This design comes from an exercise in tuning for small area and a short achievable clock period on the open sky130 flow, not from production work. In this exercise RTL edits were held to simulation tests only and were not proved equivalent to the original. Power is estimated from default activity; no workload was simulated.

`flow/config.mk`:
```
export PLATFORM = sky130hd
export DESIGN_NAME = MAC
export DESIGN_NICKNAME = MAC
export VERILOG_FILES = /design/flow/design.v
export SDC_FILE = /design/flow/constraint.sdc
export NUM_CORES = 4
export LEC_CHECK = 0
export CAP_MARGIN = 20
export CORE_MARGIN = 2
export CORE_UTILIZATION = 60
export CTS_BUF_LIST = sky130_fd_sc_hd__clkbuf_4 sky130_fd_sc_hd__clkbuf_8
export SLEW_MARGIN = 20
```
`flow/flow/run.sh`:
```
#!/bin/bash
set -euo pipefail
export BUFFER_PORTS_ARGS="-buffer_cell sky130_fd_sc_hd__buf_2"
export SYNTH_ARGS="-noabc"
export SETUP_SLACK_MARGIN=6.5
bash standard.sh > standard.log 2>&1
```
`flow/design.v`:
```
module MAC #(parameter ABIT = 16, BBIT = 16, EBIT = 8)
(
	i_clk,
	i_a, i_b, i_loadVal,
	i_load, i_add, i_useMul,
	o_result
);
	input i_clk, i_load, i_add, i_useMul;
	input signed [15:0] i_a;
	input signed [15:0] i_b;
	input signed [39:0] i_loadVal;
	output signed [39:0] o_result;
  reg [39:0] S;
  reg [27:0] C;   
  wire one1;
  wire two2;
  wire neg3;
  wire x4;
  wire x5;
  wire x6;
  wire x7;
  wire x8;
  wire x9;
  wire x10;
  wire x11;
  wire x12;
  wire x13;
  wire x14;
  wire x15;
  wire x16;
  wire x17;
  wire x18;
  wire x19;
  wire pp20;
  wire pp21;
  wire pp22;
  wire pp23;
  wire pp24;
  wire pp25;
  wire pp26;
  wire pp27;
  wire pp28;
  wire pp29;
  wire pp30;
  wire pp31;
  wire pp32;
  wire pp33;
  wire pp34;
  wire pp35;
  wire pp36;
  wire pp37;
  wire negc38;
  wire one39;
  wire two40;
  wire neg41;
  wire x42;
  wire x43;
  wire x44;
  wire x45;
  wire x46;
  wire x47;
  wire x48;
  wire x49;
  wire x50;
  wire x51;
  wire x52;
  wire x53;
  wire x54;
  wire x55;
  wire x56;
  wire x57;
  wire pp58;
  wire pp59;
  wire pp60;
  wire pp61;
  wire pp62;
  wire pp63;
  wire pp64;
  wire pp65;
  wire pp66;
  wire pp67;
  wire pp68;
  wire pp69;
  wire pp70;
  wire pp71;
  wire pp72;
  wire pp73;
  wire pp74;
  wire pp75;
  wire negc76;
  wire one77;
  wire two78;
  wire neg79;
  wire x80;
  wire x81;
  wire x82;
  wire x83;
  wire x84;
  wire x85;
  wire x86;
  wire x87;
  wire x88;
  wire x89;
  wire x90;
  wire x91;
  wire x92;
  wire x93;
  wire x94;
  wire x95;
  wire pp96;
  wire pp97;
  wire pp98;
  wire pp99;
  wire pp100;
  wire pp101;
  wire pp102;
  wire pp103;
  wire pp104;
  wire pp105;
  wire pp106;
  wire pp107;
  wire pp108;
  wire pp109;
  wire pp110;
  wire pp111;
  wire pp112;
  wire pp113;
  wire negc114;
  wire one115;
  wire two116;
  wire neg117;
  wire x118;
  wire x119;
  wire x120;
  wire x121;
  wire x122;
  wire x123;
  wire x124;
  wire x125;
  wire x126;
  wire x127;
  wire x128;
  wire x129;
  wire x130;
  wire x131;
  wire x132;
  wire x133;
  wire pp134;
  wire pp135;
  wire pp136;
  wire pp137;
  wire pp138;
  wire pp139;
  wire pp140;
  wire pp141;
  wire pp142;
  wire pp143;
  wire pp144;
  wire pp145;
  wire pp146;
  wire pp147;
  wire pp148;
  wire pp149;
  wire pp150;
  wire pp151;
  wire negc152;
  wire one153;
  wire two154;
  wire neg155;
  wire x156;
  wire x157;
  wire x158;
  wire x159;
  wire x160;
  wire x161;
  wire x162;
  wire x163;
  wire x164;
  wire x165;
  wire x166;
  wire x167;
  wire x168;
  wire x169;
  wire x170;
  wire x171;
  wire pp172;
  wire pp173;
  wire pp174;
  wire pp175;
  wire pp176;
  wire pp177;
  wire pp178;
  wire pp179;
  wire pp180;
  wire pp181;
  wire pp182;
  wire pp183;
  wire pp184;
  wire pp185;
  wire pp186;
  wire pp187;
  wire pp188;
  wire pp189;
  wire negc190;
  wire one191;
  wire two192;
  wire neg193;
  wire x194;
  wire x195;
  wire x196;
  wire x197;
  wire x198;
  wire x199;
  wire x200;
  wire x201;
  wire x202;
  wire x203;
  wire x204;
  wire x205;
  wire x206;
  wire x207;
  wire x208;
  wire x209;
  wire pp210;
  wire pp211;
  wire pp212;
  wire pp213;
  wire pp214;
  wire pp215;
  wire pp216;
  wire pp217;
  wire pp218;
  wire pp219;
  wire pp220;
  wire pp221;
  wire pp222;
  wire pp223;
  wire pp224;
  wire pp225;
  wire pp226;
  wire pp227;
  wire negc228;
  wire one229;
  wire two230;
  wire neg231;
  wire x232;
  wire x233;
  wire x234;
  wire x235;
  wire x236;
  wire x237;
  wire x238;
  wire x239;
  wire x240;
  wire x241;
  wire x242;
  wire x243;
  wire x244;
  wire x245;
  wire x246;
  wire x247;
  wire pp248;
  wire pp249;
  wire pp250;
  wire pp251;
  wire pp252;
  wire pp253;
  wire pp254;
  wire pp255;
  wire pp256;
  wire pp257;
  wire pp258;
  wire pp259;
  wire pp260;
  wire pp261;
  wire pp262;
  wire pp263;
  wire pp264;
  wire pp265;
  wire negc266;
  wire one267;
  wire two268;
  wire neg269;
  wire x270;
  wire x271;
  wire x272;
  wire x273;
  wire x274;
  wire x275;
  wire x276;
  wire x277;
  wire x278;
  wire x279;
  wire x280;
  wire x281;
  wire x282;
  wire x283;
  wire x284;
  wire x285;
  wire pp286;
  wire pp287;
  wire pp288;
  wire pp289;
  wire pp290;
  wire pp291;
  wire pp292;
  wire pp293;
  wire pp294;
  wire pp295;
  wire pp296;
  wire pp297;
  wire pp298;
  wire pp299;
  wire pp300;
  wire pp301;
  wire pp302;
  wire pp303;
  wire negc304;
  wire base305;
  wire base306;
  wire base307;
  wire base308;
  wire base309;
  wire base310;
  wire base311;
  wire base312;
  wire base313;
  wire base314;
  wire base315;
  wire base316;
  wire base317;
  wire base318;
  wire base319;
  wire base320;
  wire base321;
  wire base322;
  wire base323;
  wire base324;
  wire base325;
  wire base326;
  wire base327;
  wire base328;
  wire base329;
  wire base330;
  wire base331;
  wire base332;
  wire base333;
  wire base334;
  wire base335;
  wire base336;
  wire base337;
  wire base338;
  wire base339;
  wire base340;
  wire base341;
  wire base342;
  wire base343;
  wire base344;
  wire [7:0] btop345;
  wire n346;
  wire n347;
  wire n348;
  wire n349;
  wire n350;
  wire n351;
  wire n352;
  wire n353;
  wire n354;
  wire n355;
  wire n356;
  wire n357;
  wire n358;
  wire n359;
  wire n360;
  wire n361;
  wire n362;
  wire n363;
  wire n364;
  wire n365;
  wire n366;
  wire n367;
  wire n368;
  wire n369;
  wire n370;
  wire n371;
  wire n372;
  wire n373;
  wire n374;
  wire n375;
  wire n376;
  wire n377;
  wire n378;
  wire n379;
  wire n380;
  wire n381;
  wire n382;
  wire n383;
  wire n384;
  wire n385;
  wire n386;
  wire n387;
  wire n388;
  wire n389;
  wire n390;
  wire n391;
  wire n392;
  wire n393;
  wire n394;
  wire n395;
  wire n396;
  wire n397;
  wire n398;
  wire n399;
  wire n400;
  wire n401;
  wire n402;
  wire n403;
  wire n404;
  wire n405;
  wire n406;
  wire n407;
  wire n408;
  wire n409;
  wire n410;
  wire n411;
  wire n412;
  wire n413;
  wire n414;
  wire n415;
  wire n416;
  wire n417;
  wire n418;
  wire n419;
  wire n420;
  wire n421;
  wire n422;
  wire n423;
  wire n424;
  wire n425;
  wire n426;
  wire n427;
  wire n428;
  wire n429;
  wire n430;
  wire n431;
  wire n432;
  wire n433;
  wire n434;
  wire n435;
  wire n436;
  wire n437;
  wire n438;
  wire n439;
  wire n440;
  wire n441;
  wire n442;
  wire n443;
  wire n444;
  wire n445;
  wire n446;
  wire n447;
  wire n448;
  wire n449;
  wire n450;
  wire n451;
  wire n452;
  wire n453;
  wire n454;
  wire n455;
  wire n456;
  wire n457;
  wire n458;
  wire n459;
  wire n460;
  wire n461;
  wire n462;
  wire n463;
  wire n464;
  wire n465;
  wire n466;
  wire n467;
  wire n468;
  wire n469;
  wire n470;
  wire n471;
  wire n472;
  wire n473;
  wire n474;
  wire n475;
  wire n476;
  wire n477;
  wire n478;
  wire n479;
  wire n480;
  wire n481;
  wire n482;
  wire n483;
  wire n484;
  wire n485;
  wire n486;
  wire n487;
  wire n488;
  wire n489;
  wire n490;
  wire n491;
  wire n492;
  wire n493;
  wire n494;
  wire n495;
  wire n496;
  wire n497;
  wire n498;
  wire n499;
  wire n500;
  wire n501;
  wire n502;
  wire n503;
  wire n504;
  wire n505;
  wire n506;
  wire n507;
  wire n508;
  wire n509;
  wire n510;
  wire n511;
  wire n512;
  wire n513;
  wire n514;
  wire n515;
  wire n516;
  wire n517;
  wire n518;
  wire n519;
  wire n520;
  wire n521;
  wire n522;
  wire n523;
  wire n524;
  wire n525;
  wire n526;
  wire n527;
  wire n528;
  wire n529;
  wire n530;
  wire n531;
  wire n532;
  wire n533;
  wire n534;
  wire n535;
  wire n536;
  wire n537;
  wire n538;
  wire n539;
  wire n540;
  wire n541;
  wire n542;
  wire n543;
  wire n544;
  wire n545;
  wire n546;
  wire n547;
  wire n548;
  wire n549;
  wire n550;
  wire n551;
  wire n552;
  wire n553;
  wire n554;
  wire n555;
  wire n556;
  wire n557;
  wire n558;
  wire n559;
  wire n560;
  wire n561;
  wire n562;
  wire n563;
  wire n564;
  wire n565;
  wire n566;
  wire n567;
  wire n568;
  wire n569;
  wire n570;
  wire n571;
  wire n572;
  wire n573;
  wire n574;
  wire n575;
  wire n576;
  wire n577;
  wire n578;
  wire n579;
  wire n580;
  wire n581;
  wire n582;
  wire n583;
  wire n584;
  wire n585;
  wire n586;
  wire n587;
  wire n588;
  wire n589;
  wire n590;
  wire n591;
  wire n592;
  wire n593;
  wire n594;
  wire n595;
  wire n596;
  wire n597;
  wire n598;
  wire n599;
  wire n600;
  wire n601;
  wire n602;
  wire n603;
  wire n604;
  wire n605;
  wire n606;
  wire n607;
  wire n608;
  wire n609;
  wire n610;
  wire n611;
  wire n612;
  wire n613;
  wire n614;
  wire n615;
  wire n616;
  wire n617;
  wire n618;
  wire n619;
  wire n620;
  wire n621;
  wire n622;
  wire n623;
  wire n624;
  wire n625;
  wire n626;
  wire n627;
  wire n628;
  wire n629;
  wire n630;
  wire n631;
  wire n632;
  wire n633;
  assign one1 = i_useMul & i_b[0];
  assign two2 = i_useMul & i_b[1] & ~i_b[0];
  assign neg3 = i_b[1] ^ ~i_add;
  assign x4 = i_a[0] ^ neg3;
  assign x5 = i_a[1] ^ neg3;
  assign x6 = i_a[2] ^ neg3;
  assign x7 = i_a[3] ^ neg3;
  assign x8 = i_a[4] ^ neg3;
  assign x9 = i_a[5] ^ neg3;
  assign x10 = i_a[6] ^ neg3;
  assign x11 = i_a[7] ^ neg3;
  assign x12 = i_a[8] ^ neg3;
  assign x13 = i_a[9] ^ neg3;
  assign x14 = i_a[10] ^ neg3;
  assign x15 = i_a[11] ^ neg3;
  assign x16 = i_a[12] ^ neg3;
  assign x17 = i_a[13] ^ neg3;
  assign x18 = i_a[14] ^ neg3;
  assign x19 = i_a[15] ^ neg3;
  assign pp20 = (one1 & x4) | (two2 & neg3);
  assign pp21 = (one1 & x5) | (two2 & x4);
  assign pp22 = (one1 & x6) | (two2 & x5);
  assign pp23 = (one1 & x7) | (two2 & x6);
  assign pp24 = (one1 & x8) | (two2 & x7);
  assign pp25 = (one1 & x9) | (two2 & x8);
  assign pp26 = (one1 & x10) | (two2 & x9);
  assign pp27 = (one1 & x11) | (two2 & x10);
  assign pp28 = (one1 & x12) | (two2 & x11);
  assign pp29 = (one1 & x13) | (two2 & x12);
  assign pp30 = (one1 & x14) | (two2 & x13);
  assign pp31 = (one1 & x15) | (two2 & x14);
  assign pp32 = (one1 & x16) | (two2 & x15);
  assign pp33 = (one1 & x17) | (two2 & x16);
  assign pp34 = (one1 & x18) | (two2 & x17);
  assign pp35 = (one1 & x19) | (two2 & x18);
  assign pp36 = (one1 & x19) | (two2 & x19);
  assign pp37 = ~pp36;
  assign negc38 = neg3 & (one1 | two2);
  assign one39 = i_useMul & (i_b[2] ^ i_b[1]);
  assign two40 = i_useMul & ((i_b[3] & ~i_b[2] & ~i_b[1]) | (~i_b[3] & i_b[2] & i_b[1]));
  assign neg41 = i_b[3] ^ ~i_add;
  assign x42 = i_a[0] ^ neg41;
  assign x43 = i_a[1] ^ neg41;
  assign x44 = i_a[2] ^ neg41;
  assign x45 = i_a[3] ^ neg41;
  assign x46 = i_a[4] ^ neg41;
  assign x47 = i_a[5] ^ neg41;
  assign x48 = i_a[6] ^ neg41;
  assign x49 = i_a[7] ^ neg41;
  assign x50 = i_a[8] ^ neg41;
  assign x51 = i_a[9] ^ neg41;
  assign x52 = i_a[10] ^ neg41;
  assign x53 = i_a[11] ^ neg41;
  assign x54 = i_a[12] ^ neg41;
  assign x55 = i_a[13] ^ neg41;
  assign x56 = i_a[14] ^ neg41;
  assign x57 = i_a[15] ^ neg41;
  assign pp58 = (one39 & x42) | (two40 & neg41);
  assign pp59 = (one39 & x43) | (two40 & x42);
  assign pp60 = (one39 & x44) | (two40 & x43);
  assign pp61 = (one39 & x45) | (two40 & x44);
  assign pp62 = (one39 & x46) | (two40 & x45);
  assign pp63 = (one39 & x47) | (two40 & x46);
  assign pp64 = (one39 & x48) | (two40 & x47);
  assign pp65 = (one39 & x49) | (two40 & x48);
  assign pp66 = (one39 & x50) | (two40 & x49);
  assign pp67 = (one39 & x51) | (two40 & x50);
  assign pp68 = (one39 & x52) | (two40 & x51);
  assign pp69 = (one39 & x53) | (two40 & x52);
  assign pp70 = (one39 & x54) | (two40 & x53);
  assign pp71 = (one39 & x55) | (two40 & x54);
  assign pp72 = (one39 & x56) | (two40 & x55);
  assign pp73 = (one39 & x57) | (two40 & x56);
  assign pp74 = (one39 & x57) | (two40 & x57);
  assign pp75 = ~pp74;
  assign negc76 = neg41 & (one39 | two40);
  assign one77 = i_useMul & (i_b[4] ^ i_b[3]);
  assign two78 = i_useMul & ((i_b[5] & ~i_b[4] & ~i_b[3]) | (~i_b[5] & i_b[4] & i_b[3]));
  assign neg79 = i_b[5] ^ ~i_add;
  assign x80 = i_a[0] ^ neg79;
  assign x81 = i_a[1] ^ neg79;
  assign x82 = i_a[2] ^ neg79;
  assign x83 = i_a[3] ^ neg79;
  assign x84 = i_a[4] ^ neg79;
  assign x85 = i_a[5] ^ neg79;
  assign x86 = i_a[6] ^ neg79;
  assign x87 = i_a[7] ^ neg79;
  assign x88 = i_a[8] ^ neg79;
  assign x89 = i_a[9] ^ neg79;
  assign x90 = i_a[10] ^ neg79;
  assign x91 = i_a[11] ^ neg79;
  assign x92 = i_a[12] ^ neg79;
  assign x93 = i_a[13] ^ neg79;
  assign x94 = i_a[14] ^ neg79;
  assign x95 = i_a[15] ^ neg79;
  assign pp96 = (one77 & x80) | (two78 & neg79);
  assign pp97 = (one77 & x81) | (two78 & x80);
  assign pp98 = (one77 & x82) | (two78 & x81);
  assign pp99 = (one77 & x83) | (two78 & x82);
  assign pp100 = (one77 & x84) | (two78 & x83);
  assign pp101 = (one77 & x85) | (two78 & x84);
  assign pp102 = (one77 & x86) | (two78 & x85);
  assign pp103 = (one77 & x87) | (two78 & x86);
  assign pp104 = (one77 & x88) | (two78 & x87);
  assign pp105 = (one77 & x89) | (two78 & x88);
  assign pp106 = (one77 & x90) | (two78 & x89);
  assign pp107 = (one77 & x91) | (two78 & x90);
  assign pp108 = (one77 & x92) | (two78 & x91);
  assign pp109 = (one77 & x93) | (two78 & x92);
  assign pp110 = (one77 & x94) | (two78 & x93);
  assign pp111 = (one77 & x95) | (two78 & x94);
  assign pp112 = (one77 & x95) | (two78 & x95);
  assign pp113 = ~pp112;
  assign negc114 = neg79 & (one77 | two78);
  assign one115 = i_useMul & (i_b[6] ^ i_b[5]);
  assign two116 = i_useMul & ((i_b[7] & ~i_b[6] & ~i_b[5]) | (~i_b[7] & i_b[6] & i_b[5]));
  assign neg117 = i_b[7] ^ ~i_add;
  assign x118 = i_a[0] ^ neg117;
  assign x119 = i_a[1] ^ neg117;
  assign x120 = i_a[2] ^ neg117;
  assign x121 = i_a[3] ^ neg117;
  assign x122 = i_a[4] ^ neg117;
  assign x123 = i_a[5] ^ neg117;
  assign x124 = i_a[6] ^ neg117;
  assign x125 = i_a[7] ^ neg117;
  assign x126 = i_a[8] ^ neg117;
  assign x127 = i_a[9] ^ neg117;
  assign x128 = i_a[10] ^ neg117;
  assign x129 = i_a[11] ^ neg117;
  assign x130 = i_a[12] ^ neg117;
  assign x131 = i_a[13] ^ neg117;
  assign x132 = i_a[14] ^ neg117;
  assign x133 = i_a[15] ^ neg117;
  assign pp134 = (one115 & x118) | (two116 & neg117);
  assign pp135 = (one115 & x119) | (two116 & x118);
  assign pp136 = (one115 & x120) | (two116 & x119);
  assign pp137 = (one115 & x121) | (two116 & x120);
  assign pp138 = (one115 & x122) | (two116 & x121);
  assign pp139 = (one115 & x123) | (two116 & x122);
  assign pp140 = (one115 & x124) | (two116 & x123);
  assign pp141 = (one115 & x125) | (two116 & x124);
  assign pp142 = (one115 & x126) | (two116 & x125);
  assign pp143 = (one115 & x127) | (two116 & x126);
  assign pp144 = (one115 & x128) | (two116 & x127);
  assign pp145 = (one115 & x129) | (two116 & x128);
  assign pp146 = (one115 & x130) | (two116 & x129);
  assign pp147 = (one115 & x131) | (two116 & x130);
  assign pp148 = (one115 & x132) | (two116 & x131);
  assign pp149 = (one115 & x133) | (two116 & x132);
  assign pp150 = (one115 & x133) | (two116 & x133);
  assign pp151 = ~pp150;
  assign negc152 = neg117 & (one115 | two116);
  assign one153 = i_useMul & (i_b[8] ^ i_b[7]);
  assign two154 = i_useMul & ((i_b[9] & ~i_b[8] & ~i_b[7]) | (~i_b[9] & i_b[8] & i_b[7]));
  assign neg155 = i_b[9] ^ ~i_add;
  assign x156 = i_a[0] ^ neg155;
  assign x157 = i_a[1] ^ neg155;
  assign x158 = i_a[2] ^ neg155;
  assign x159 = i_a[3] ^ neg155;
  assign x160 = i_a[4] ^ neg155;
  assign x161 = i_a[5] ^ neg155;
  assign x162 = i_a[6] ^ neg155;
  assign x163 = i_a[7] ^ neg155;
  assign x164 = i_a[8] ^ neg155;
  assign x165 = i_a[9] ^ neg155;
  assign x166 = i_a[10] ^ neg155;
  assign x167 = i_a[11] ^ neg155;
  assign x168 = i_a[12] ^ neg155;
  assign x169 = i_a[13] ^ neg155;
  assign x170 = i_a[14] ^ neg155;
  assign x171 = i_a[15] ^ neg155;
  assign pp172 = (one153 & x156) | (two154 & neg155);
  assign pp173 = (one153 & x157) | (two154 & x156);
  assign pp174 = (one153 & x158) | (two154 & x157);
  assign pp175 = (one153 & x159) | (two154 & x158);
  assign pp176 = (one153 & x160) | (two154 & x159);
  assign pp177 = (one153 & x161) | (two154 & x160);
  assign pp178 = (one153 & x162) | (two154 & x161);
  assign pp179 = (one153 & x163) | (two154 & x162);
  assign pp180 = (one153 & x164) | (two154 & x163);
  assign pp181 = (one153 & x165) | (two154 & x164);
  assign pp182 = (one153 & x166) | (two154 & x165);
  assign pp183 = (one153 & x167) | (two154 & x166);
  assign pp184 = (one153 & x168) | (two154 & x167);
  assign pp185 = (one153 & x169) | (two154 & x168);
  assign pp186 = (one153 & x170) | (two154 & x169);
  assign pp187 = (one153 & x171) | (two154 & x170);
  assign pp188 = (one153 & x171) | (two154 & x171);
  assign pp189 = ~pp188;
  assign negc190 = neg155 & (one153 | two154);
  assign one191 = i_useMul & (i_b[10] ^ i_b[9]);
  assign two192 = i_useMul & ((i_b[11] & ~i_b[10] & ~i_b[9]) | (~i_b[11] & i_b[10] & i_b[9]));
  assign neg193 = i_b[11] ^ ~i_add;
  assign x194 = i_a[0] ^ neg193;
  assign x195 = i_a[1] ^ neg193;
  assign x196 = i_a[2] ^ neg193;
  assign x197 = i_a[3] ^ neg193;
  assign x198 = i_a[4] ^ neg193;
  assign x199 = i_a[5] ^ neg193;
  assign x200 = i_a[6] ^ neg193;
  assign x201 = i_a[7] ^ neg193;
  assign x202 = i_a[8] ^ neg193;
  assign x203 = i_a[9] ^ neg193;
  assign x204 = i_a[10] ^ neg193;
  assign x205 = i_a[11] ^ neg193;
  assign x206 = i_a[12] ^ neg193;
  assign x207 = i_a[13] ^ neg193;
  assign x208 = i_a[14] ^ neg193;
  assign x209 = i_a[15] ^ neg193;
  assign pp210 = (one191 & x194) | (two192 & neg193);
  assign pp211 = (one191 & x195) | (two192 & x194);
  assign pp212 = (one191 & x196) | (two192 & x195);
  assign pp213 = (one191 & x197) | (two192 & x196);
  assign pp214 = (one191 & x198) | (two192 & x197);
  assign pp215 = (one191 & x199) | (two192 & x198);
  assign pp216 = (one191 & x200) | (two192 & x199);
  assign pp217 = (one191 & x201) | (two192 & x200);
  assign pp218 = (one191 & x202) | (two192 & x201);
  assign pp219 = (one191 & x203) | (two192 & x202);
  assign pp220 = (one191 & x204) | (two192 & x203);
  assign pp221 = (one191 & x205) | (two192 & x204);
  assign pp222 = (one191 & x206) | (two192 & x205);
  assign pp223 = (one191 & x207) | (two192 & x206);
  assign pp224 = (one191 & x208) | (two192 & x207);
  assign pp225 = (one191 & x209) | (two192 & x208);
  assign pp226 = (one191 & x209) | (two192 & x209);
  assign pp227 = ~pp226;
  assign negc228 = neg193 & (one191 | two192);
  assign one229 = i_useMul & (i_b[12] ^ i_b[11]);
  assign two230 = i_useMul & ((i_b[13] & ~i_b[12] & ~i_b[11]) | (~i_b[13] & i_b[12] & i_b[11]));
  assign neg231 = i_b[13] ^ ~i_add;
  assign x232 = i_a[0] ^ neg231;
  assign x233 = i_a[1] ^ neg231;
  assign x234 = i_a[2] ^ neg231;
  assign x235 = i_a[3] ^ neg231;
  assign x236 = i_a[4] ^ neg231;
  assign x237 = i_a[5] ^ neg231;
  assign x238 = i_a[6] ^ neg231;
  assign x239 = i_a[7] ^ neg231;
  assign x240 = i_a[8] ^ neg231;
  assign x241 = i_a[9] ^ neg231;
  assign x242 = i_a[10] ^ neg231;
  assign x243 = i_a[11] ^ neg231;
  assign x244 = i_a[12] ^ neg231;
  assign x245 = i_a[13] ^ neg231;
  assign x246 = i_a[14] ^ neg231;
  assign x247 = i_a[15] ^ neg231;
  assign pp248 = (one229 & x232) | (two230 & neg231);
  assign pp249 = (one229 & x233) | (two230 & x232);
  assign pp250 = (one229 & x234) | (two230 & x233);
  assign pp251 = (one229 & x235) | (two230 & x234);
  assign pp252 = (one229 & x236) | (two230 & x235);
  assign pp253 = (one229 & x237) | (two230 & x236);
  assign pp254 = (one229 & x238) | (two230 & x237);
  assign pp255 = (one229 & x239) | (two230 & x238);
  assign pp256 = (one229 & x240) | (two230 & x239);
  assign pp257 = (one229 & x241) | (two230 & x240);
  assign pp258 = (one229 & x242) | (two230 & x241);
  assign pp259 = (one229 & x243) | (two230 & x242);
  assign pp260 = (one229 & x244) | (two230 & x243);
  assign pp261 = (one229 & x245) | (two230 & x244);
  assign pp262 = (one229 & x246) | (two230 & x245);
  assign pp263 = (one229 & x247) | (two230 & x246);
  assign pp264 = (one229 & x247) | (two230 & x247);
  assign pp265 = ~pp264;
  assign negc266 = neg231 & (one229 | two230);
  assign one267 = i_useMul & (i_b[14] ^ i_b[13]);
  assign two268 = i_useMul & ((i_b[15] & ~i_b[14] & ~i_b[13]) | (~i_b[15] & i_b[14] & i_b[13]));
  assign neg269 = i_b[15] ^ ~i_add;
  assign x270 = i_a[0] ^ neg269;
  assign x271 = i_a[1] ^ neg269;
  assign x272 = i_a[2] ^ neg269;
  assign x273 = i_a[3] ^ neg269;
  assign x274 = i_a[4] ^ neg269;
  assign x275 = i_a[5] ^ neg269;
  assign x276 = i_a[6] ^ neg269;
  assign x277 = i_a[7] ^ neg269;
  assign x278 = i_a[8] ^ neg269;
  assign x279 = i_a[9] ^ neg269;
  assign x280 = i_a[10] ^ neg269;
  assign x281 = i_a[11] ^ neg269;
  assign x282 = i_a[12] ^ neg269;
  assign x283 = i_a[13] ^ neg269;
  assign x284 = i_a[14] ^ neg269;
  assign x285 = i_a[15] ^ neg269;
  assign pp286 = (one267 & x270) | (two268 & neg269);
  assign pp287 = (one267 & x271) | (two268 & x270);
  assign pp288 = (one267 & x272) | (two268 & x271);
  assign pp289 = (one267 & x273) | (two268 & x272);
  assign pp290 = (one267 & x274) | (two268 & x273);
  assign pp291 = (one267 & x275) | (two268 & x274);
  assign pp292 = (one267 & x276) | (two268 & x275);
  assign pp293 = (one267 & x277) | (two268 & x276);
  assign pp294 = (one267 & x278) | (two268 & x277);
  assign pp295 = (one267 & x279) | (two268 & x278);
  assign pp296 = (one267 & x280) | (two268 & x279);
  assign pp297 = (one267 & x281) | (two268 & x280);
  assign pp298 = (one267 & x282) | (two268 & x281);
  assign pp299 = (one267 & x283) | (two268 & x282);
  assign pp300 = (one267 & x284) | (two268 & x283);
  assign pp301 = (one267 & x285) | (two268 & x284);
  assign pp302 = (one267 & x285) | (two268 & x285);
  assign pp303 = ~pp302;
  assign negc304 = neg269 & (one267 | two268);
  assign base305 = i_load ? i_loadVal[0] : o_result[0];
  assign base306 = i_load ? i_loadVal[1] : o_result[1];
  assign base307 = i_load ? i_loadVal[2] : o_result[2];
  assign base308 = i_load ? i_loadVal[3] : o_result[3];
  assign base309 = i_load ? i_loadVal[4] : o_result[4];
  assign base310 = i_load ? i_loadVal[5] : o_result[5];
  assign base311 = i_load ? i_loadVal[6] : o_result[6];
  assign base312 = i_load ? i_loadVal[7] : o_result[7];
  assign base313 = i_load ? i_loadVal[8] : o_result[8];
  assign base314 = i_load ? i_loadVal[9] : o_result[9];
  assign base315 = i_load ? i_loadVal[10] : o_result[10];
  assign base316 = i_load ? i_loadVal[11] : o_result[11];
  assign base317 = i_load ? i_loadVal[12] : o_result[12];
  assign base318 = i_load ? i_loadVal[13] : o_result[13];
  assign base319 = i_load ? i_loadVal[14] : o_result[14];
  assign base320 = i_load ? i_loadVal[15] : o_result[15];
  assign base321 = i_load ? i_loadVal[16] : o_result[16];
  assign base322 = i_load ? i_loadVal[17] : o_result[17];
  assign base323 = i_load ? i_loadVal[18] : o_result[18];
  assign base324 = i_load ? i_loadVal[19] : o_result[19];
  assign base325 = i_load ? i_loadVal[20] : o_result[20];
  assign base326 = i_load ? i_loadVal[21] : o_result[21];
  assign base327 = i_load ? i_loadVal[22] : o_result[22];
  assign base328 = i_load ? i_loadVal[23] : o_result[23];
  assign base329 = i_load ? i_loadVal[24] : o_result[24];
  assign base330 = i_load ? i_loadVal[25] : o_result[25];
  assign base331 = i_load ? i_loadVal[26] : o_result[26];
  assign base332 = i_load ? i_loadVal[27] : o_result[27];
  assign base333 = i_load ? i_loadVal[28] : o_result[28];
  assign base334 = i_load ? i_loadVal[29] : o_result[29];
  assign base335 = i_load ? i_loadVal[30] : o_result[30];
  assign base336 = i_load ? i_loadVal[31] : o_result[31];
  assign base337 = i_load ? i_loadVal[32] : o_result[32];
  assign base338 = i_load ? i_loadVal[33] : o_result[33];
  assign base339 = i_load ? i_loadVal[34] : o_result[34];
  assign base340 = i_load ? i_loadVal[35] : o_result[35];
  assign base341 = i_load ? i_loadVal[36] : o_result[36];
  assign base342 = i_load ? i_loadVal[37] : o_result[37];
  assign base343 = i_load ? i_loadVal[38] : o_result[38];
  assign base344 = i_load ? i_loadVal[39] : o_result[39];
  assign btop345 = {base344, base343, base342, base341, base340, base339, base338, base337} + 8'd255;
  assign n346 = base305 ^ pp20 ^ negc38;
  assign n347 = (base305 & pp20) | (base305 & negc38) | (pp20 & negc38);
  assign n348 = base306 ^ pp21 ^ n347;
  assign n349 = (base306 & pp21) | (base306 & n347) | (pp21 & n347);
  assign n350 = base307 ^ pp22 ^ pp58;
  assign n351 = (base307 & pp22) | (base307 & pp58) | (pp22 & pp58);
  assign n352 = negc76 ^ n350 ^ n349;
  assign n353 = (negc76 & n350) | (negc76 & n349) | (n350 & n349);
  assign n354 = base308 ^ pp23 ^ pp59;
  assign n355 = (base308 & pp23) | (base308 & pp59) | (pp23 & pp59);
  assign n356 = n351 ^ n354 ^ n353;
  assign n357 = (n351 & n354) | (n351 & n353) | (n354 & n353);
  assign n358 = base309 ^ pp24 ^ pp60;
  assign n359 = (base309 & pp24) | (base309 & pp60) | (pp24 & pp60);
  assign n360 = pp96 ^ negc114 ^ n355;
  assign n361 = (pp96 & negc114) | (pp96 & n355) | (negc114 & n355);
  assign n362 = n358 ^ n360;
  assign n363 = n358 & n360;
  assign n364 = base310 ^ pp25 ^ pp61;
  assign n365 = (base310 & pp25) | (base310 & pp61) | (pp25 & pp61);
  assign n366 = pp97 ^ n359 ^ n364;
  assign n367 = (pp97 & n359) | (pp97 & n364) | (n359 & n364);
  assign n368 = n361 ^ n366;
  assign n369 = n361 & n366;
  assign n370 = base311 ^ pp26 ^ pp62;
  assign n371 = (base311 & pp26) | (base311 & pp62) | (pp26 & pp62);
  assign n372 = pp98 ^ pp134 ^ negc152;
  assign n373 = (pp98 & pp134) | (pp98 & negc152) | (pp134 & negc152);
  assign n374 = n365 ^ n370 ^ n372;
  assign n375 = (n365 & n370) | (n365 & n372) | (n370 & n372);
  assign n376 = n367 ^ n374;
  assign n377 = n367 & n374;
  assign n378 = base312 ^ pp27 ^ pp63;
  assign n379 = (base312 & pp27) | (base312 & pp63) | (pp27 & pp63);
  assign n380 = pp99 ^ pp135 ^ n371;
  assign n381 = (pp99 & pp135) | (pp99 & n371) | (pp135 & n371);
  assign n382 = n373 ^ n378 ^ n380;
  assign n383 = (n373 & n378) | (n373 & n380) | (n378 & n380);
  assign n384 = n375 ^ n377;
  assign n385 = n375 & n377;
  assign n386 = base313 ^ pp28 ^ pp64;
  assign n387 = (base313 & pp28) | (base313 & pp64) | (pp28 & pp64);
  assign n388 = pp100 ^ pp136 ^ pp172;
  assign n389 = (pp100 & pp136) | (pp100 & pp172) | (pp136 & pp172);
  assign n390 = negc190 ^ n379 ^ n386;
  assign n391 = (negc190 & n379) | (negc190 & n386) | (n379 & n386);
  assign n392 = n388 ^ n381 ^ n390;
  assign n393 = (n388 & n381) | (n388 & n390) | (n381 & n390);
  assign n394 = n383 ^ n385;
  assign n395 = n383 & n385;
  assign n396 = base314 ^ pp29 ^ pp65;
  assign n397 = (base314 & pp29) | (base314 & pp65) | (pp29 & pp65);
  assign n398 = pp101 ^ pp137 ^ pp173;
  assign n399 = (pp101 & pp137) | (pp101 & pp173) | (pp137 & pp173);
  assign n400 = n387 ^ n389 ^ n396;
  assign n401 = (n387 & n389) | (n387 & n396) | (n389 & n396);
  assign n402 = n398 ^ n391 ^ n400;
  assign n403 = (n398 & n391) | (n398 & n400) | (n391 & n400);
  assign n404 = n393 ^ n402;
  assign n405 = n393 & n402;
  assign n406 = base315 ^ pp30 ^ pp66;
  assign n407 = (base315 & pp30) | (base315 & pp66) | (pp30 & pp66);
  assign n408 = pp102 ^ pp138 ^ pp174;
  assign n409 = (pp102 & pp138) | (pp102 & pp174) | (pp138 & pp174);
  assign n410 = pp210 ^ negc228 ^ n397;
  assign n411 = (pp210 & negc228) | (pp210 & n397) | (negc228 & n397);
  assign n412 = n399 ^ n406 ^ n408;
  assign n413 = (n399 & n406) | (n399 & n408) | (n406 & n408);
  assign n414 = n410 ^ n401 ^ n412;
  assign n415 = (n410 & n401) | (n410 & n412) | (n401 & n412);
  assign n416 = n403 ^ n414;
  assign n417 = n403 & n414;
  assign n418 = base316 ^ pp31 ^ pp67;
  assign n419 = (base316 & pp31) | (base316 & pp67) | (pp31 & pp67);
  assign n420 = pp103 ^ pp139 ^ pp175;
  assign n421 = (pp103 & pp139) | (pp103 & pp175) | (pp139 & pp175);
  assign n422 = pp211 ^ n407 ^ n409;
  assign n423 = (pp211 & n407) | (pp211 & n409) | (n407 & n409);
  assign n424 = n418 ^ n420 ^ n411;
  assign n425 = (n418 & n420) | (n418 & n411) | (n420 & n411);
  assign n426 = n422 ^ n413 ^ n424;
  assign n427 = (n422 & n413) | (n422 & n424) | (n413 & n424);
  assign n428 = n415 ^ n417;
  assign n429 = n415 & n417;
  assign n430 = base317 ^ pp32 ^ pp68;
  assign n431 = (base317 & pp32) | (base317 & pp68) | (pp32 & pp68);
  assign n432 = pp104 ^ pp140 ^ pp176;
  assign n433 = (pp104 & pp140) | (pp104 & pp176) | (pp140 & pp176);
  assign n434 = pp212 ^ pp248 ^ negc266;
  assign n435 = (pp212 & pp248) | (pp212 & negc266) | (pp248 & negc266);
  assign n436 = n419 ^ n421 ^ n430;
  assign n437 = (n419 & n421) | (n419 & n430) | (n421 & n430);
  assign n438 = n432 ^ n434 ^ n423;
  assign n439 = (n432 & n434) | (n432 & n423) | (n434 & n423);
  assign n440 = n436 ^ n425 ^ n438;
  assign n441 = (n436 & n425) | (n436 & n438) | (n425 & n438);
  assign n442 = n427 ^ n440;
  assign n443 = n427 & n440;
  assign n444 = base318 ^ pp33 ^ pp69;
  assign n445 = (base318 & pp33) | (base318 & pp69) | (pp33 & pp69);
  assign n446 = pp105 ^ pp141 ^ pp177;
  assign n447 = (pp105 & pp141) | (pp105 & pp177) | (pp141 & pp177);
  assign n448 = pp213 ^ pp249 ^ n431;
  assign n449 = (pp213 & pp249) | (pp213 & n431) | (pp249 & n431);
  assign n450 = n433 ^ n435 ^ n444;
  assign n451 = (n433 & n435) | (n433 & n444) | (n435 & n444);
  assign n452 = n446 ^ n448 ^ n437;
  assign n453 = (n446 & n448) | (n446 & n437) | (n448 & n437);
  assign n454 = n450 ^ n439 ^ n452;
  assign n455 = (n450 & n439) | (n450 & n452) | (n439 & n452);
  assign n456 = n441 ^ n454;
  assign n457 = n441 & n454;
  assign n458 = base319 ^ pp34 ^ pp70;
  assign n459 = (base319 & pp34) | (base319 & pp70) | (pp34 & pp70);
  assign n460 = pp106 ^ pp142 ^ pp178;
  assign n461 = (pp106 & pp142) | (pp106 & pp178) | (pp142 & pp178);
  assign n462 = pp214 ^ pp250 ^ pp286;
  assign n463 = (pp214 & pp250) | (pp214 & pp286) | (pp250 & pp286);
  assign n464 = negc304 ^ n445 ^ n447;
  assign n465 = (negc304 & n445) | (negc304 & n447) | (n445 & n447);
  assign n466 = n458 ^ n460 ^ n462;
  assign n467 = (n458 & n460) | (n458 & n462) | (n460 & n462);
  assign n468 = n449 ^ n464 ^ n451;
  assign n469 = (n449 & n464) | (n449 & n451) | (n464 & n451);
  assign n470 = n466 ^ n453 ^ n468;
  assign n471 = (n466 & n453) | (n466 & n468) | (n453 & n468);
  assign n472 = n455 ^ n470;
  assign n473 = n455 & n470;
  assign n474 = base320 ^ pp35 ^ pp71;
  assign n475 = (base320 & pp35) | (base320 & pp71) | (pp35 & pp71);
  assign n476 = pp107 ^ pp143 ^ pp179;
  assign n477 = (pp107 & pp143) | (pp107 & pp179) | (pp143 & pp179);
  assign n478 = pp215 ^ pp251 ^ pp287;
  assign n479 = (pp215 & pp251) | (pp215 & pp287) | (pp251 & pp287);
  assign n480 = n459 ^ n461 ^ n463;
  assign n481 = (n459 & n461) | (n459 & n463) | (n461 & n463);
  assign n482 = n474 ^ n476 ^ n478;
  assign n483 = (n474 & n476) | (n474 & n478) | (n476 & n478);
  assign n484 = n465 ^ n480 ^ n467;
  assign n485 = (n465 & n480) | (n465 & n467) | (n480 & n467);
  assign n486 = n482 ^ n469 ^ n484;
  assign n487 = (n482 & n469) | (n482 & n484) | (n469 & n484);
  assign n488 = n471 ^ n486;
  assign n489 = n471 & n486;
  assign n490 = ~(base321 ^ pp37);
  assign n491 = base321 | pp37;
  assign n492 = pp72 ^ pp108 ^ pp144;
  assign n493 = (pp72 & pp108) | (pp72 & pp144) | (pp108 & pp144);
  assign n494 = pp180 ^ pp216 ^ pp252;
  assign n495 = (pp180 & pp216) | (pp180 & pp252) | (pp216 & pp252);
  assign n496 = pp288 ^ n490 ^ n475;
  assign n497 = (pp288 & n490) | (pp288 & n475) | (n490 & n475);
  assign n498 = n477 ^ n479 ^ n492;
  assign n499 = (n477 & n479) | (n477 & n492) | (n479 & n492);
  assign n500 = n494 ^ n481 ^ n496;
  assign n501 = (n494 & n481) | (n494 & n496) | (n481 & n496);
  assign n502 = n483 ^ n498 ^ n485;
  assign n503 = (n483 & n498) | (n483 & n485) | (n498 & n485);
  assign n504 = n500 ^ n487 ^ n502;
  assign n505 = (n500 & n487) | (n500 & n502) | (n487 & n502);
  assign n506 = ~(base322 ^ pp73);
  assign n507 = base322 | pp73;
  assign n508 = pp109 ^ pp145 ^ pp181;
  assign n509 = (pp109 & pp145) | (pp109 & pp181) | (pp145 & pp181);
  assign n510 = pp217 ^ pp253 ^ pp289;
  assign n511 = (pp217 & pp253) | (pp217 & pp289) | (pp253 & pp289);
  assign n512 = n491 ^ n506 ^ n493;
  assign n513 = (n491 & n506) | (n491 & n493) | (n506 & n493);
  assign n514 = n495 ^ n508 ^ n510;
  assign n515 = (n495 & n508) | (n495 & n510) | (n508 & n510);
  assign n516 = n497 ^ n512 ^ n499;
  assign n517 = (n497 & n512) | (n497 & n499) | (n512 & n499);
  assign n518 = n514 ^ n501 ^ n516;
  assign n519 = (n514 & n501) | (n514 & n516) | (n501 & n516);
  assign n520 = n503 ^ n518;
  assign n521 = n503 & n518;
  assign n522 = base323 ^ pp75 ^ pp110;
  assign n523 = (base323 & pp75) | (base323 & pp110) | (pp75 & pp110);
  assign n524 = pp146 ^ pp182 ^ pp218;
  assign n525 = (pp146 & pp182) | (pp146 & pp218) | (pp182 & pp218);
  assign n526 = pp254 ^ pp290 ^ n507;
  assign n527 = (pp254 & pp290) | (pp254 & n507) | (pp290 & n507);
  assign n528 = n509 ^ n511 ^ n522;
  assign n529 = (n509 & n511) | (n509 & n522) | (n511 & n522);
  assign n530 = n524 ^ n526 ^ n513;
  assign n531 = (n524 & n526) | (n524 & n513) | (n526 & n513);
  assign n532 = n515 ^ n528 ^ n530;
  assign n533 = (n515 & n528) | (n515 & n530) | (n528 & n530);
  assign n534 = n517 ^ n532 ^ n519;
  assign n535 = (n517 & n532) | (n517 & n519) | (n532 & n519);
  assign n536 = ~(base324 ^ pp111);
  assign n537 = base324 | pp111;
  assign n538 = pp147 ^ pp183 ^ pp219;
  assign n539 = (pp147 & pp183) | (pp147 & pp219) | (pp183 & pp219);
  assign n540 = pp255 ^ pp291 ^ n536;
  assign n541 = (pp255 & pp291) | (pp255 & n536) | (pp291 & n536);
  assign n542 = n523 ^ n525 ^ n538;
  assign n543 = (n523 & n525) | (n523 & n538) | (n525 & n538);
  assign n544 = n527 ^ n540 ^ n529;
  assign n545 = (n527 & n540) | (n527 & n529) | (n540 & n529);
  assign n546 = n542 ^ n531 ^ n544;
  assign n547 = (n542 & n531) | (n542 & n544) | (n531 & n544);
  assign n548 = n533 ^ n546;
  assign n549 = n533 & n546;
  assign n550 = base325 ^ pp113 ^ pp148;
  assign n551 = (base325 & pp113) | (base325 & pp148) | (pp113 & pp148);
  assign n552 = pp184 ^ pp220 ^ pp256;
  assign n553 = (pp184 & pp220) | (pp184 & pp256) | (pp220 & pp256);
  assign n554 = pp292 ^ n537 ^ n539;
  assign n555 = (pp292 & n537) | (pp292 & n539) | (n537 & n539);
  assign n556 = n550 ^ n552 ^ n541;
  assign n557 = (n550 & n552) | (n550 & n541) | (n552 & n541);
  assign n558 = n554 ^ n543 ^ n556;
  assign n559 = (n554 & n543) | (n554 & n556) | (n543 & n556);
  assign n560 = n545 ^ n558 ^ n547;
  assign n561 = (n545 & n558) | (n545 & n547) | (n558 & n547);
  assign n562 = ~(base326 ^ pp149);
  assign n563 = base326 | pp149;
  assign n564 = pp185 ^ pp221 ^ pp257;
  assign n565 = (pp185 & pp221) | (pp185 & pp257) | (pp221 & pp257);
  assign n566 = pp293 ^ n562 ^ n551;
  assign n567 = (pp293 & n562) | (pp293 & n551) | (n562 & n551);
  assign n568 = n553 ^ n564 ^ n555;
  assign n569 = (n553 & n564) | (n553 & n555) | (n564 & n555);
  assign n570 = n566 ^ n557 ^ n568;
  assign n571 = (n566 & n557) | (n566 & n568) | (n557 & n568);
  assign n572 = n559 ^ n570;
  assign n573 = n559 & n570;
  assign n574 = base327 ^ pp151 ^ pp186;
  assign n575 = (base327 & pp151) | (base327 & pp186) | (pp151 & pp186);
  assign n576 = pp222 ^ pp258 ^ pp294;
  assign n577 = (pp222 & pp258) | (pp222 & pp294) | (pp258 & pp294);
  assign n578 = n563 ^ n565 ^ n574;
  assign n579 = (n563 & n565) | (n563 & n574) | (n565 & n574);
  assign n580 = n576 ^ n567 ^ n578;
  assign n581 = (n576 & n567) | (n576 & n578) | (n567 & n578);
  assign n582 = n569 ^ n580 ^ n571;
  assign n583 = (n569 & n580) | (n569 & n571) | (n580 & n571);
  assign n584 = ~(base328 ^ pp187);
  assign n585 = base328 | pp187;
  assign n586 = pp223 ^ pp259 ^ pp295;
  assign n587 = (pp223 & pp259) | (pp223 & pp295) | (pp259 & pp295);
  assign n588 = n584 ^ n575 ^ n577;
  assign n589 = (n584 & n575) | (n584 & n577) | (n575 & n577);
  assign n590 = n586 ^ n588 ^ n579;
  assign n591 = (n586 & n588) | (n586 & n579) | (n588 & n579);
  assign n592 = n581 ^ n590;
  assign n593 = n581 & n590;
  assign n594 = base329 ^ pp189 ^ pp224;
  assign n595 = (base329 & pp189) | (base329 & pp224) | (pp189 & pp224);
  assign n596 = pp260 ^ pp296 ^ n585;
  assign n597 = (pp260 & pp296) | (pp260 & n585) | (pp296 & n585);
  assign n598 = n587 ^ n594 ^ n596;
  assign n599 = (n587 & n594) | (n587 & n596) | (n594 & n596);
  assign n600 = n589 ^ n598 ^ n591;
  assign n601 = (n589 & n598) | (n589 & n591) | (n598 & n591);
  assign n602 = ~(base330 ^ pp225);
  assign n603 = base330 | pp225;
  assign n604 = pp261 ^ pp297 ^ n602;
  assign n605 = (pp261 & pp297) | (pp261 & n602) | (pp297 & n602);
  assign n606 = n595 ^ n597 ^ n604;
  assign n607 = (n595 & n597) | (n595 & n604) | (n597 & n604);
  assign n608 = n599 ^ n606;
  assign n609 = n599 & n606;
  assign n610 = base331 ^ pp227 ^ pp262;
  assign n611 = (base331 & pp227) | (base331 & pp262) | (pp227 & pp262);
  assign n612 = pp298 ^ n603 ^ n610;
  assign n613 = (pp298 & n603) | (pp298 & n610) | (n603 & n610);
  assign n614 = n605 ^ n612 ^ n607;
  assign n615 = (n605 & n612) | (n605 & n607) | (n612 & n607);
  assign n616 = ~(base332 ^ pp263);
  assign n617 = base332 | pp263;
  assign n618 = pp299 ^ n616 ^ n611;
  assign n619 = (pp299 & n616) | (pp299 & n611) | (n616 & n611);
  assign n620 = n618 ^ n613;
  assign n621 = n618 & n613;
  assign n622 = base333 ^ pp265 ^ pp300;
  assign n623 = (base333 & pp265) | (base333 & pp300) | (pp265 & pp300);
  assign n624 = n617 ^ n622 ^ n619;
  assign n625 = (n617 & n622) | (n617 & n619) | (n622 & n619);
  assign n626 = ~(base334 ^ pp301);
  assign n627 = base334 | pp301;
  assign n628 = n626 ^ n623;
  assign n629 = n626 & n623;
  assign n630 = base335 ^ pp303 ^ n627;
  assign n631 = (base335 & pp303) | (base335 & n627) | (pp303 & n627);
  assign n632 = ~(base336 ^ n631);
  assign n633 = base336 | n631;
  assign o_result = S + {1'b0, 1'b0, 1'b0, 1'b0, 1'b0, 1'b0, 1'b0, C[27], 1'b0, C[26], C[25], C[24], C[23], C[22], C[21], C[20], C[19], C[18], C[17], C[16], C[15], C[14], C[13], C[12], C[11], C[10], C[9], C[8], C[7], C[6], C[5], C[4], C[3], C[2], C[1], C[0], 1'b0, 1'b0, 1'b0, 1'b0};
  always @(posedge i_clk) begin
    S <= {btop345[7], btop345[6], btop345[5], btop345[4], btop345[3], btop345[2], btop345[1], btop345[0], n632, n629, n628, n621, n620, n609, n608, n593, n592, n573, n572, n549, n535, n521, n505, n489, n473, n457, n443, n429, n426, n405, n395, n392, n382, n369, n363, n362, n356, n352, n348, n346};
    C <= {n633, n630, n625, n624, n615, n614, n601, n600, n583, n582, n561, n560, n548, n534, n520, n504, n488, n472, n456, n442, n428, n416, n404, n394, n384, n376, n368, n357};
  end
endmodule
```
`flow/constraint.sdc`:
```
create_clock -name core_clock -period 12.0 [get_ports {i_clk}]
set_input_delay 2.4000 -clock core_clock [delete_from_list [all_inputs] [get_ports {i_clk}]]
set_output_delay 2.4000 -clock core_clock [all_outputs]
set_load 0.01 [all_outputs]
```
`flow/standard.sh`:
```
#!/bin/bash
# synth_recipe.tcl (not shown) runs the flow's synth.tcl, then flattens the netlist and writes it again
# the make line also repeats each setting of config.mk as NAME=value (left out here)
make -C /OpenROAD-flow-scripts/flow DESIGN_CONFIG=/design/flow/config.mk WORK_HOME=/design/flow/orfs CLKGATE_MAP_FILE= SYNTH_SCRIPT=/design/flow/synth_recipe.tcl "${@:-finish}"
```
==> impl_metrics.env, run 1 <==
export IMPL_grt_max_degree=39
export IMPL_wirelength_um=26000
export IMPL_seq_power_share=0.143
export IMPL_synth_edf_count=0
export IMPL_rows=45
export IMPL_nFillCells=1154
export IMPL_synth_seq_area_share=0.145
export IMPL_io_pins=116
export IMPL_cts_tree="built"
export IMPL_synth_top_cell_area_share=0.249
export IMPL_grt_pass1_wl_um=39800
export IMPL_maxSlewHeadroom=0.640
export IMPL_cpPeakStageDelay_ns=0.56
export IMPL_p_leak_nw=4.92
export IMPL_ctsHoldBuffers=0
export IMPL_die_area_um2=16700
export IMPL_fp_dieW_um=129
export IMPL_ant_nets=0
export IMPL_dieHeight_um=129
export IMPL_power_density_nw_per_um2=255
export IMPL_min_period_ns=5.53
export IMPL_first_global_vias=7601
export IMPL_post_synth_cell_area_avg_um2=9.19
export IMPL_drt_iter0_drc=756
export IMPL_cap_violations=0
export IMPL_rsz0062_at_grt="yes"
export IMPL_yosys_area_top_type="fa_1"
export IMPL_dpl_cell_count=1275
export IMPL_crit_fanout=5
export IMPL_async_flop_share=0
export IMPL_hp_start="S[0]"
export IMPL_cts_max_level=3
export IMPL_vias=8010
export IMPL_coreArea_um2=15300
export IMPL_clock_fmax_mhz=181
export IMPL_crit_arrival_ns=5.85
export IMPL_multi_input_area_um2=8170
export IMPL_path_cells="buf_8, buf_12, buf_8, xnor2_4, buf_12, xor2_4, a31oi_4, fa_1, inv_2, fa_2, fa_1, fa_2, fa_2"
export IMPL_maxSlewViolCount=0
export IMPL_drc=0
export IMPL_status="no timing/DRC/antenna violations"
export IMPL_finalHoldViolCount=0
export IMPL_antenna_found_initial=0
export IMPL_cts_buffer_depth=2
export IMPL_setup_violations_final=0
export IMPL_worst_pin_slew_ns=0.535
export IMPL_routedWlPerCell_um=19.4
export IMPL_p_int_w=0.00148
export IMPL_cpMaxStageDelayCell="fa_1"
export IMPL_hp_class="reg2reg"
export IMPL_place_port_buffers=115
export IMPL_yosys_warnings=1
export IMPL_post_dp_cell_area_um2=10300
export IMPL_synthTopCellsByArea="fa_1, dfxtp_1, xnor2_1"
export IMPL_ff_latch_area_um2=1360
export IMPL_cts_buffers=9
export IMPL_dr_pass1_iters=7
export IMPL_fin_tns_setup_ns=0
export IMPL_vdd_ir_drop_max_v=0.000210
export IMPL_clkTransAtPathRegs_ns=0.08
export IMPL_netlist_instances=1024
export IMPL_power_share_clock=0.076
export IMPL_crit_start="i_add"
export IMPL_cts_sinks=68
export IMPL_path_class="in2reg"
export IMPL_ys_types=59
export IMPL_p_switching_w=0.00142
export IMPL_initial_utilization=0.616
export IMPL_final_net_count=1377
export IMPL_overflow=0
export IMPL_cpMostUsedCell="fa_2"
export IMPL_sw_frac_of_total=0.489
export IMPL_syn_nets=1274
export IMPL_clock_skew_ns=0.0175
export IMPL_via_per_inst=5.96
export IMPL_worstSetupEndpointType="flip-flop"
export IMPL_fin_worst_hold_slack_ns=0.647
export IMPL_crit_path_start_kind="input pin"
export IMPL_power_frac_comb=0.781
export IMPL_clk_latency_ns=0.38
export IMPL_place_hpwl_um=19600
export IMPL_ys_flop_type="dfxtp_1"
export IMPL_r2r_start="C[0]"
export IMPL_stdcell_count=1343
export IMPL_fin_area_um2=11400
export IMPL_grtUsageTotal=0.314
export IMPL_cp_data_required_time_ns=12.32
export IMPL_period_share=0.461
export IMPL_cts_root_buf="clkbuf_8"
export IMPL_layout_drive_gt1_share=0.269
export IMPL_synth_seq_cells=68
export IMPL_area_delta_synth_final_pct=20.8
export IMPL_gp_congestion=0.955
export IMPL_syn_area_um2=9410
export IMPL_num_antenna_cells=0
power by group through the flow:
stage | Clock [W] | Combinational, W | Sequential (W)
floorplan | 0 | 0.00158 | 0.000404
finish | 0.000221 | 0.00226 | 0.000414
global route | 0.000236 | 0.00258 | 0.000423
detailed placement | 0 | 0.00215 | 0.000416
CTS | 0.000227 | 0.00221 | 0.000412
global placement | 0 | 0.00209 | 0.000414
synthesized netlist by cell type (12+ instances only):
| master | number |
|---|---|
| xnor2_1 | 149 |
| fa_1 | 117 |
| o22ai_1 | 92 |
| nand2_1 | 77 |
| dfxtp_1 | 68 |
| ha_1 | 57 |
| clkbuf_1 | 52 |
| xor2_1 | 47 |
| inv_1 | 45 |
| nor2_1 | 39 |
| a21oi_1 | 38 |
| o21ai_0 | 25 |
| mux2i_1 | 21 |
| nor2b_1 | 21 |
| buf_1 | 20 |
| a21o_1 | 16 |
| a22oi_1 | 16 |
| a31oi_1 | 12 |
kinds of logic (layout without fill, tap and decap cells):
kind of cell / after synthesis / count (layout) / synth area share
XOR/XNOR: 196 / 196 / 0.182
flip-flops: 68 / 68 / 0.145
adder cells (fa/ha/maj): 174 / 174 / 0.325
AND/OR/NAND/NOR: 190 / 190 / 0.0968
multiplexers: 32 / 32 / 0.0355
buffers and inverters: 123 / 231 / 0.0508
AO/OA/AOI/OAI: 241 / 241 / 0.165
timing repair:
item | in CTS | in global routing
setup buffers | 35 | 15
resized for setup | 25 | 54
gates cloned | 1 | 1
endpoints found under the setup margin | 43 | 28
pin swaps | 11 | 25
through the flow:
stage | total power [W] | setup WS (ns) | util
finish | 0.00290 | 6.47 | 0.744
CTS | 0.00285 | 6.51 | 0.717
global route | 0.00324 | 6.43 | 0.744
floorplan | 0.00198 | 6.18 | -
detailed placement | 0.00256 | 5.51 | 0.673
global placement | 0.00251 | 5.54 | 0.673
cell type report:
type,count,share of cell area
Multi-Input combinational cell,833,0.719
Sequential cell,68,0.120
Timing Repair Buffer,169,0.102
Tap cell,211,0.0232
Inverter,46,0.0156
Clock buffer,10,0.0121
Clock inverter,6,0.00771
placed cells by master, fill, tap and decap left out, types with 8 or more instances in the layout:
cell      instances
a31oi_1          10
xor2_1           44
o22ai_1          85
inv_1            44
a21o_1           16
xnor2_2           8
o21ai_0          25
nand4_1           9
a22oi_1          16
xnor2_4          11
buf_2           112
nor2_1           37
clkbuf_8         10
buf_12            8
buf_4            41
a21oi_1          35
mux2_2           11
nand2_2          13
fa_2             34
mux2i_1          20
dfxtp_1          66
nand2_1          62
xnor2_1         130
nor2b_1          20
nand3_1          11
ha_1             54
fa_1             83
flip-flops by register name (all words and copies together), names as in the netlist:
name,cells
S,40
C,28
worst max-delay path, delay by kind of cell:
family                     cells  cell delay [ns]
AOI/OAI and AO/OA              1             0.12
xor gates and xnor gates       2             0.44
adders and majority gates      5             2.31
buffers and inverters          5             0.58
final timing paths:
path / slack, ns / cells after the start / to
worst max-delay path: 6.47 / 13 / C[16]
worst min-delay path: 0.65 / 2 / S[0]
worst max register to register: 7.00 / 16 / C[16]
worst min register to register: 0.65 / 2 / S[0]
per-layer routing:
metal | GRT usage | vias to the layer above | routed length (um)
met2 | 0.488 | 395 | 11600
met5 | 0 | - | 0
met3 | 0.0553 | 64 | 2180
met1 | 0.449 | 3798 | 11500
li1 | - | 3753 | -
met4 | 0.104 | 0 | 772
==> run 2: changes to the inputs <==
--- a/flow/config.mk
+++ b/flow/config.mk
@@ -9,4 +9,5 @@
 export CORE_MARGIN = 2
 export CORE_UTILIZATION = 60
 export CTS_BUF_LIST = sky130_fd_sc_hd__clkbuf_4 sky130_fd_sc_hd__clkbuf_8
+export PLACE_DENSITY = 0.8
 export SLEW_MARGIN = 20
==> run 2 against run 1 <==
Via count increased by 0.60%. Clock power shrank 21%. Area after synthesis stayed put. Sequential share of layout area grew 0.24 points. Still clean on timing, DRC and antenna. Highest routed layer unchanged. Global-route usage up 0.46 points. Sequential power about the same. Register-to-register slack better by 0.11 ns. Die area unchanged.
==> impl_metrics.env, run 2 <==
export IMPL_cp_data_required_time_ns=12.31
export IMPL_hp_class="reg2reg"
export IMPL_grt_pass1_wl_um=40700
export IMPL_yosys_warnings=1
export IMPL_post_route_util=0.729
export IMPL_cts_max_level=3
export IMPL_layout_drive_gt1_share=0.263
export IMPL_die_area_um2=16700
export IMPL_crit_fanout=17
export IMPL_crit_start="i_b[3]"
export IMPL_cts_sinks=68
export IMPL_routedWlPerCell_um=19.6
export IMPL_setup_violations_final=0
export IMPL_coreArea_um2=15300
export IMPL_area_delta_synth_final_pct=18.2
export IMPL_synth_seq_cells=68
export IMPL_yosysMostFrequentCell="xnor2_1"
export IMPL_cts_root_buf="clkbuf_8"
export IMPL_grtUsageTotal=0.319
export IMPL_gp_congestion=0.931
export IMPL_cts_buffers=9
export IMPL_syn_nets=1274
export IMPL_fp_dieW_um=129
export IMPL_min_period_ns=5.49
export IMPL_initial_utilization=0.616
export IMPL_yosys_area_top_type="fa_1"
export IMPL_dieHeight_um=129
export IMPL_regMostFlops="S"
export IMPL_post_place_ws_ns=5.51
export IMPL_use_met2=0.480
export IMPL_drc=0
export IMPL_syn_area_um2=9410
export IMPL_cts_tree="built"
export IMPL_maxSlewHeadroom=0.621
export IMPL_dr_pass1_iters=6
export IMPL_final_net_count=1376
export IMPL_netlist_instances=1024
export IMPL_via_per_inst=6.00
export IMPL_largest_register_ffs=40
export IMPL_num_antenna_cells=0
export IMPL_ctsHoldBuffers=0
export IMPL_maxSlewViolCount=0
export IMPL_reg_top3="S (40), C (28)"
export IMPL_ys_flop_type="dfxtp_1"
export IMPL_global_route_usage_met3=0.0562
export IMPL_cap_violations=0
export IMPL_place_port_buffers=115
export IMPL_crit_arrival_ns=5.80
export IMPL_synth_seq_area_share=0.145
export IMPL_post_synth_cell_area_avg_um2=9.19
export IMPL_fin_ws_ns=6.51
export IMPL_worstSetupEndpointType="flip-flop"
export IMPL_synthTopCellsByArea="fa_1, dfxtp_1, xnor2_1"
export IMPL_met1_usage=0.467
export IMPL_fin_tns_setup_ns=0
export IMPL_status="no timing/DRC/antenna violations"
export IMPL_finalHoldViolCount=0
export IMPL_antenna_found_initial=0
export IMPL_wirelength_um=26200
export IMPL_clkTransAtPathRegs_ns=0.08
export IMPL_nFillCells=1122
export IMPL_clk_latency_ns=0.37
export IMPL_async_flop_share=0
export IMPL_top_usage_layer="met2"
export IMPL_r2r_start="C[0]"
export IMPL_crit_path_start_kind="input pin"
export IMPL_vdd_ir_drop_max_v=0.000178
export IMPL_final_common_cell="xnor2_1"
export IMPL_ant_nets=0
export IMPL_vias=8058
export IMPL_grt_max_degree=39
export IMPL_power_density_nw_per_um2=263
export IMPL_synthTopCellsByCount="xnor2_1, fa_1, o22ai_1"
export IMPL_clock_fmax_mhz=182
export IMPL_path_class="in2reg"
export IMPL_clock_skew_ns=0.0143
export IMPL_ys_types=59
export IMPL_drt_iter0_drc=656
export IMPL_p_leak_nw=4.81
export IMPL_rsz0062_at_grt="yes"
export IMPL_worst_pin_slew_ns=0.562
export IMPL_layout_common_cells="xnor2_1, buf_2, o22ai_1"
export IMPL_period_share=0.457
export IMPL_hp_start="S[1]"
export IMPL_synth_top_cell_area_share=0.249
export IMPL_place_hpwl_um=20300
export IMPL_first_global_vias=7638
export IMPL_rows=45
export IMPL_overflow=0
export IMPL_io_pins=116
export IMPL_synth_edf_count=0
export IMPL_cts_buffer_depth=2
-- run 2: power breakdown --
part / total (W) / switching, W / internal, W
combinational: 0.00233 / 0.00131 / 0.00103
sequential: 0.000417 / 0.0000485 / 0.000368
clock: 0.000175 / 0.0000907 / 0.0000845
-- run 2: routing by layer --
metal,up-vias,wire length [um]
li1,3736,-
met1,3867,11700
met2,404,11600
met3,51,2280
met4,0,690
met5,-,0
-- run 2: logic make-up after synthesis --
logic type | synth area share
AOI/OAI and AO/OA | 0.165
adders and majority gates | 0.325
DFF | 0.145
buffers and inverters | 0.0508
xor gates and xnor gates | 0.182
muxes | 0.0355
and+or+nand+nor | 0.0968
-- run 2: final timing paths --
check | to | slack, ns | cells after the start
setup / recovery | C[14] | 6.51 | 9
setup reg to reg | C[16] | 7.11 | 16
hold reg to reg | S[1] | 0.66 | 2
hold / removal | S[1] | 0.66 | 2
-- run 2: per-stage QoR --
step                hold slack, ns  cells  area, um2  total power [W]
global route                 0.685   1342      11100          0.00323
floorplan                    0.615   1024       9850          0.00198
finish                       0.663   1342      11100          0.00293
CTS                          0.663   1322      10900          0.00285
global placement             0.635   1274      10300          0.00250
detailed placement           0.645   1274      10300          0.00261
-- run 2: worst max-delay path, cell delays in order --
cell and delay, ns:
buf_2 0.23, xor2_1 0.32, nand2_2 0.28, o22ai_2 0.25, fa_2 0.50, fa_2 0.41, fa_1 0.47, fa_2 0.41
fa_2 0.51
-- run 2: cell type report --
cell class,instances,area (um2),share of cell area
Multi-Input combinational cell,833,8060,0.724
Sequential cell,68,1360,0.123
Tap cell,211,264,0.0237
Inverter,46,178,0.0160
Timing Repair Buffer,168,1080,0.0974
Clock inverter,4,25.0,0.00225
Clock buffer,12,153,0.0137
-- run 2: timing repair --
item | in CTS | in global routing
endpoints found under the setup margin | 42 | 32
resized for setup | 32 | 29
pin swaps | 10 | 25
gates cloned | 1 | 0
setup buffers | 31 | 20
==> run 3: changes to the inputs <==
==> flow/flow/run.sh (replaced) <==
#!/bin/bash
set -euo pipefail
export BUFFER_PORTS_ARGS="-buffer_cell sky130_fd_sc_hd__buf_2"
export SYNTH_ARGS="-noabc"
export SETUP_SLACK_MARGIN=6.7
bash standard.sh > standard.log 2>&1
--- a/flow/config.mk
+++ b/flow/config.mk
@@ -9,5 +9,4 @@
 export CORE_MARGIN = 2
 export CORE_UTILIZATION = 60
 export CTS_BUF_LIST = sky130_fd_sc_hd__clkbuf_4 sky130_fd_sc_hd__clkbuf_8
-export PLACE_DENSITY = 0.8
 export SLEW_MARGIN = 20
==> run 3 against run 2 <==
Synthesized cell count unchanged. Sequential cell count stayed put. Largest cell class unchanged. Die area did not move. Sequential power is 2% higher. Fmax increased by 1.0%. Global-route usage rose by 0.83 points.
==> impl_metrics.env, run 3 <==
export IMPL_status="no timing/DRC/antenna violations"
export IMPL_via_per_inst=6.02
export IMPL_first_global_vias=7827
export IMPL_ys_flop_type="dfxtp_1"
export IMPL_place_port_buffers=115
export IMPL_hold_end="S[0]"
export IMPL_crit_arrival_ns=5.74
export IMPL_cpMaxStageDelayCell="fa_2"
export IMPL_hp_start="S[0]"
export IMPL_fp_dieW_um=129
export IMPL_crit_start="i_add"
export IMPL_path_delay_family="adder cells"
export IMPL_final_net_count=1400
export IMPL_cts_root_buf="clkbuf_8"
export IMPL_p_leak_nw=5.09
export IMPL_cpPeakStageDelay_ns=0.55
export IMPL_layout_common_cells="xnor2_1, buf_2, o22ai_1"
export IMPL_finalHoldViolCount=0
export IMPL_top_usage_layer="met2"
export IMPL_cpMostUsedCell="fa_2"
export IMPL_synthTopCellsByArea="fa_1, dfxtp_1, xnor2_1"
export IMPL_cap_violations=0
export IMPL_clock_skew_ns=0.0178
export IMPL_final_common_cell="xnor2_1"
export IMPL_clock_fmax_mhz=184
export IMPL_ff2ff_setup_slack_ns=7.19
export IMPL_min_period_ns=5.43
export IMPL_cts_max_level=3
export IMPL_r2r_start="C[0]"
export IMPL_synth_top_cell_area_share=0.249
export IMPL_io_pins=116
export IMPL_layout_drive_gt1_share=0.340
export IMPL_rows=45
export IMPL_crit_fanout=6
export IMPL_p_total_w=0.00314
export IMPL_yosysMostFrequentCell="xnor2_1"
export IMPL_maxSlewViolCount=0
export IMPL_synth_seq_cells=68
export IMPL_async_flop_share=0
export IMPL_routedWlPerCell_um=20.3
export IMPL_rr_endpoint="C[16]"
export IMPL_dieHeight_um=129
export IMPL_met1_usage=0.458
export IMPL_grt_max_degree=40
export IMPL_initial_utilization=0.616
export IMPL_setup_violations_final=0
export IMPL_maxSlewHeadroom=0.636
export IMPL_crit_path_start_kind="input pin"
export IMPL_cp_data_required_time_ns=12.31
[run 3: cell type report]
type,count,area [um2]
Multi-Input combinational cell,835,8580
Fill cell,1045,3310
Sequential cell,68,1370
Timing Repair Buffer,190,1340
Tap cell,211,264
Inverter,46,178
Clock buffer,10,138
Clock inverter,6,86.3
[run 3: logic make-up after synthesis]
| family | share of synthesized area |
|---|---|
| compound gates | 0.165 |
| xor+xnor | 0.182 |
| fa+ha+maj | 0.325 |
| buf+inv | 0.0508 |
| flops | 0.145 |
| mux | 0.0355 |
| simple gates | 0.0968 |
[run 3: per-stage QoR]
step | worst slack (ns) | instance area, um2 | std cells | util | hold WS, ns
floorplan | 6.18 | 9890 | 1024 | - | 0.615
detailed placement | 5.51 | 10300 | 1275 | 0.675 | 0.636
CTS | 6.64 | 11300 | 1342 | 0.740 | 0.656
finish | 6.57 | 12000 | 1366 | 0.783 | 0.656
global placement | 5.57 | 10300 | 1275 | 0.675 | 0.629
global route | 6.49 | 12000 | 1366 | 0.783 | 0.715
[run 3: how the worst max path moves through the flow]
stage	cells after the start	slack, ns	endpoint
after floorplan	11	6.18	C[12]
after global placement	12	5.57	C[12]
after detailed placement	12	5.51	C[11]
after CTS	13	6.64	C[12]
after global routing	13	6.49	C[12]
final	13	6.57	C[12]
[run 3: metal layers]
layer	wire (um)	part of all wire	up-vias
li1	-	-	3789
met3	1850	0.067	74
met1	11900	0.43	3979
met5	0	0	-
met2	13100	0.47	379
met4	986	0.036	0
[run 3: power by group]
group | switching, W | leakage [nW] | total, W | internal (W)
Sequential | 0.0000557 | 0.570 | 0.000425 | 0.000370
Combinational | 0.00137 | 4.40 | 0.00250 | 0.00113
Clock | 0.0000990 | 0.113 | 0.000222 | 0.000123
[run 3: worst min-delay path, delay by kind of cell (launching register included)]
family,cells,cell delay [ns]
fa+ha+maj,1,0.14
mux,1,0.15
flops,1,0.34
[run 3: repair_timing]
action	CTS	global route
buffers inserted	48	23
resized for setup	75	91
cloned	3	1
pin swaps	38	37
setup endpoints to repair	58	40

[separate check: timing with driven ports]
In the flow no input, the clock included, has a driving cell. The finished layouts below were timed again as built, in two steps. Step 1 sets driving cells, clkbuf_16 on the clock port and buf_2 on the other inputs (assumed; they add their load-dependent delay and slew). Step 2 adds t to the input delays and takes it off the output delays; t is the mean of the earliest and latest rising clock arrival at the registers after step 1. Input paths then give back, and output paths get back, about the clock's delay inside the block. Three values: ideal, step 1, step 2; two values: the first two.
| run | t, ns | setup WS [ns] | latest minus earliest clock arrival (ns) |
|---|---|---|---|
| run 1 | 0.412 | 6.469 / 6.473 / 6.060 | 0.018 / 0.017 |
| run 2 | 0.402 | 6.512 / 6.528 / 6.126 | 0.014 / 0.014 |
| run 3 | 0.403 | 6.566 / 6.557 / 6.153 | 0.018 / 0.017 |
After both steps setup and hold are still met in every run listed. For run 3, which loses most, drivers alone change the setup slack by -0.009 ns; drivers and shift together by -0.413 ns.
